Source: an optimization exercise on an open RTL-to-GDS flow (aim: small area and a short achievable clock period). Production flows keep margins and buffers that such runs may drop. RTL that was checked went through simulation tests only; none was proved equivalent to the original. Power figures rest on the tool's default switching activity, not on a simulated workload.

==> flow/design.v <==
module memory_in(
    input [7:0] data,
    input [5:0] addr,
    input wr,
    input clk,
    output [7:0] out
);
  mem_core #(.A(6), .LO(3)) u_core (
    .data(data), .addr(addr), .wr(wr), .clk(clk), .out(out)
  );
endmodule
module memory_out(
    input [7:0] data,
    input [3:0] addr,
    input wr,
    input clk,
    output [7:0] out
);
  mem_core #(.A(4), .LO(2)) u_core (
    .data(data), .addr(addr), .wr(wr), .clk(clk), .out(out)
  );
endmodule
module memory_weight(
    input [7:0] data,
    input [3:0] addr,
    input wr,
    input clk,
    output [7:0] out
);
  mem_core #(.A(4), .LO(2)) u_core (
    .data(data), .addr(addr), .wr(wr), .clk(clk), .out(out)
  );
endmodule
module lr_memories(
    input        clk,
    input  [7:0] in_data,
    input  [5:0] in_addr,
    input        in_wr,
    output [7:0] in_q,
    input  [7:0] out_data,
    input  [3:0] out_addr,
    input        out_wr,
    output [7:0] out_q,
    input  [7:0] w_data,
    input  [3:0] w_addr,
    input        w_wr,
    output [7:0] w_q
);
  memory_in u_in (
    .data(in_data), .addr(in_addr), .wr(in_wr), .clk(clk), .out(in_q)
  );
  memory_out u_out (
    .data(out_data), .addr(out_addr), .wr(out_wr), .clk(clk), .out(out_q)
  );
  memory_weight u_w (
    .data(w_data), .addr(w_addr), .wr(w_wr), .clk(clk), .out(w_q)
  );
endmodule
module mem_core #(
    parameter A  = 6,
    parameter LO = 3
) (
    input  [7:0]   data,
    input  [A-1:0] addr,
    input          wr,
    input          clk,
    output [7:0]   out
);
  localparam N  = 1 << A;
  localparam HI = A - LO;
  localparam NA = 1 << LO;
  localparam NB = 1 << HI;
  genvar i, b, m;
  wire [A-1:0]  addr_n;
  wire          wr_n;
  wire [NA-1:0] pa_n;
  wire [NB-1:0] pb_n;
  generate
    for (i = 0; i < A; i = i + 1) begin : g_lit
      c_inv u_inv (.a(addr[i]), .y(addr_n[i]));
    end
    for (i = 0; i < NA; i = i + 1) begin : g_pa
      if (LO == 3) begin : g3
        c_nand3 u_pd (.a(i[0] ? addr[0] : addr_n[0]),
                      .b(i[1] ? addr[1] : addr_n[1]),
                      .c(i[2] ? addr[2] : addr_n[2]), .y(pa_n[i]));
      end else begin : g2
        c_nand2 u_pd (.a(i[0] ? addr[0] : addr_n[0]),
                      .b(i[1] ? addr[1] : addr_n[1]), .y(pa_n[i]));
      end
    end
    for (i = 0; i < NB; i = i + 1) begin : g_pb
      if (HI == 3) begin : g3
        c_nand3 u_pd (.a(i[0] ? addr[LO] : addr_n[LO]),
                      .b(i[1] ? addr[LO+1] : addr_n[LO+1]),
                      .c(i[2] ? addr[LO+2] : addr_n[LO+2]), .y(pb_n[i]));
      end else begin : g2
        c_nand2 u_pd (.a(i[0] ? addr[LO] : addr_n[LO]),
                      .b(i[1] ? addr[LO+1] : addr_n[LO+1]), .y(pb_n[i]));
      end
    end
  endgenerate
  c_inv u_wr_n (.a(wr), .y(wr_n));
  wire [N-1:0] wl;
  wire [N-1:0] we;
  wire [7:0]   word_q [N-1:0];
  generate
    for (i = 0; i < N; i = i + 1) begin : g_word
      reg [7:0] word;
      c_nor3 u_wl (.a(pa_n[i % NA]), .b(pb_n[i / NA]), .c(wr), .y(wl[i]));
      c_nor3 u_we (.a(pa_n[i % NA]), .b(pb_n[i / NA]), .c(wr_n), .y(we[i]));
      always @ (posedge clk)
        if (we[i])
          word <= data;  
      assign word_q[i] = word;
    end
  endgenerate
  wire [7:0] q_d;
  reg  [7:0] q;
  generate
    for (b = 0; b < 8; b = b + 1) begin : g_bit
      wire [N/8-1:0] p;
      for (m = 0; m < N/8; m = m + 1) begin : g_grp
        c_ao8 u_p (.w(wl[8*m+7:8*m]),
                   .d({word_q[8*m+7][b], word_q[8*m+6][b], word_q[8*m+5][b],
                       word_q[8*m+4][b], word_q[8*m+3][b], word_q[8*m+2][b],
                       word_q[8*m+1][b], word_q[8*m][b]}),
                   .y(p[m]));
      end
      wire wd;
      c_and2 u_wd (.a(wr), .b(data[b]), .y(wd));
      if (N == 64) begin : g64
        wire [3:0] r_n;
        for (m = 0; m < 3; m = m + 1) begin : g_or
          c_nor2 u_r (.a(p[2*m]), .b(p[2*m+1]), .y(r_n[m]));
        end
        c_nor3 u_r3 (.a(p[6]), .b(p[7]), .c(wd), .y(r_n[3]));
        c_nand4 u_q (.a(r_n[0]), .b(r_n[1]), .c(r_n[2]), .d(r_n[3]), .y(q_d[b]));
      end else begin : g16
        c_or3 u_q (.a(p[0]), .b(p[1]), .c(wd), .y(q_d[b]));
      end
    end
  endgenerate
  always @ (posedge clk)
    q <= q_d;  
  assign out = q;
endmodule
module c_inv (input a, output y);
  assign y = ~a;
endmodule
module c_nand2 (input a, input b, output y);
  assign y = ~(a & b);
endmodule
module c_nand3 (input a, input b, input c, output y);
  assign y = ~(a & b & c);
endmodule
module c_nand4 (input a, input b, input c, input d, output y);
  assign y = ~(a & b & c & d);
endmodule
module c_nor2 (input a, input b, output y);
  assign y = ~(a | b);
endmodule
module c_nor3 (input a, input b, input c, output y);
  assign y = ~(a | b | c);
endmodule
module c_and2 (input a, input b, output y);
  assign y = a & b;
endmodule
module c_or3 (input a, input b, input c, output y);
  assign y = a | b | c;
endmodule
module c_ao8 (input [7:0] w, input [7:0] d, output y);
  assign y = |(w & d);
endmodule
clock: 5.0 ns
lec_check: 0
cap_margin: 20
core_margin: 2
core_utilization: 60
cts_cluster_diameter: 60
cts_cluster_size: 30
place_density: 0.7
setup_slack_margin: 3.0
slew_margin: 20
synth_hierarchical: 1
synth_minimum_keep_size: 0
tns_end_percent: 0
run.sh (not shown) runs the stock make flow with config.mk's settings and CLKGATE_MAP_FILE= SYNTH_SCRIPT=/design/flow/synth_recipe.tcl, a recipe that flattens the netlist after the stock synthesis.
==> next run, changes <==
--- a/flow/design.v
+++ b/flow/design.v
@@ -71,46 +71,49 @@
   localparam NA = 1 << LO;
   localparam NB = 1 << HI;
   genvar i, b, m;
   wire [A-1:0]  addr_n;
   wire          wr_n;
-  wire [NA-1:0] pa_n;
-  wire [NB-1:0] pb_n;
+  wire [NA-1:0] pa_n [1:0];
+  wire [NB-1:0] pb_n [1:0];
+  genvar s;
   generate
     for (i = 0; i < A; i = i + 1) begin : g_lit
       c_inv u_inv (.a(addr[i]), .y(addr_n[i]));
     end
-    for (i = 0; i < NA; i = i + 1) begin : g_pa
-      if (LO == 3) begin : g3
-        c_nand3 u_pd (.a(i[0] ? addr[0] : addr_n[0]),
-                      .b(i[1] ? addr[1] : addr_n[1]),
-                      .c(i[2] ? addr[2] : addr_n[2]), .y(pa_n[i]));
-      end else begin : g2
-        c_nand2 u_pd (.a(i[0] ? addr[0] : addr_n[0]),
-                      .b(i[1] ? addr[1] : addr_n[1]), .y(pa_n[i]));
+    for (s = 0; s < 2; s = s + 1) begin : g_set
+      for (i = 0; i < NA; i = i + 1) begin : g_pa
+        if (LO == 3) begin : g3
+          c_nand3 u_pd (.a(i[0] ? addr[0] : addr_n[0]),
+                        .b(i[1] ? addr[1] : addr_n[1]),
+                        .c(i[2] ? addr[2] : addr_n[2]), .y(pa_n[s][i]));
+        end else begin : g2
+          c_nand2 u_pd (.a(i[0] ? addr[0] : addr_n[0]),
+                        .b(i[1] ? addr[1] : addr_n[1]), .y(pa_n[s][i]));
+        end
       end
-    end
-    for (i = 0; i < NB; i = i + 1) begin : g_pb
-      if (HI == 3) begin : g3
-        c_nand3 u_pd (.a(i[0] ? addr[LO] : addr_n[LO]),
-                      .b(i[1] ? addr[LO+1] : addr_n[LO+1]),
-                      .c(i[2] ? addr[LO+2] : addr_n[LO+2]), .y(pb_n[i]));
-      end else begin : g2
-        c_nand2 u_pd (.a(i[0] ? addr[LO] : addr_n[LO]),
-                      .b(i[1] ? addr[LO+1] : addr_n[LO+1]), .y(pb_n[i]));
+      for (i = 0; i < NB; i = i + 1) begin : g_pb
+        if (HI == 3) begin : g3
+          c_nand3 u_pd (.a(i[0] ? addr[LO] : addr_n[LO]),
+                        .b(i[1] ? addr[LO+1] : addr_n[LO+1]),
+                        .c(i[2] ? addr[LO+2] : addr_n[LO+2]), .y(pb_n[s][i]));
+        end else begin : g2
+          c_nand2 u_pd (.a(i[0] ? addr[LO] : addr_n[LO]),
+                        .b(i[1] ? addr[LO+1] : addr_n[LO+1]), .y(pb_n[s][i]));
+        end
       end
     end
   endgenerate
   c_inv u_wr_n (.a(wr), .y(wr_n));
   wire [N-1:0] wl;
   wire [N-1:0] we;
   wire [7:0]   word_q [N-1:0];
   generate
     for (i = 0; i < N; i = i + 1) begin : g_word
       reg [7:0] word;
-      c_nor3 u_wl (.a(pa_n[i % NA]), .b(pb_n[i / NA]), .c(wr), .y(wl[i]));
-      c_nor3 u_we (.a(pa_n[i % NA]), .b(pb_n[i / NA]), .c(wr_n), .y(we[i]));
+      c_nor3 u_wl (.a(pa_n[0][i % NA]), .b(pb_n[0][i / NA]), .c(wr), .y(wl[i]));
+      c_nor3 u_we (.a(pa_n[1][i % NA]), .b(pb_n[1][i / NA]), .c(wr_n), .y(we[i]));
       always @ (posedge clk)
         if (we[i])
           word <= data;  
       assign word_q[i] = word;
     end
=>
- The new run produced a clean layout
- sequential cell count stays the same
- hold slack loses 0.0075 ns
- final area came out lower by 2.2%
- clock power came out lower by 5.0%
- die area came out higher by 0.46%
- global-route usage came out lower by 0.39 points
- sequential share of layout area came out higher by 1.4 points
The RTL of the second run of this note was laid out without a check of its function.

==> re-timing with driven ports <==
Ports are ideal in the flow. The routed layouts listed here were re-timed in OpenROAD.
Step 1 assumes that a clkbuf_16 drives the clock port and a buf_2 every other input.
Step 2 adds t to the input delays and takes it off the output delays; t is the mean of the earliest and latest rising clock arrival at the registers after step 1. Input paths then give back, and output paths get back, about the clock's delay inside the block.
Three values: no drivers, after step 1, after step 2; two values: the first two.
run | shift t [ns] | setup slack, ns | worst setup path at the end | worst register clock-pin slew, ns
the first run | 0.657 | 2.809 / 2.724 / 2.067 | input to register | 0.10 / 0.10
the second run | 0.665 | 2.550 / 2.565 / 1.900 | input to register | 0.11 / 0.11
After both steps every run listed still meets setup and hold. For the first run, which loses most, drivers alone change the setup slack by -0.085 ns; drivers and shift together by -0.742 ns.
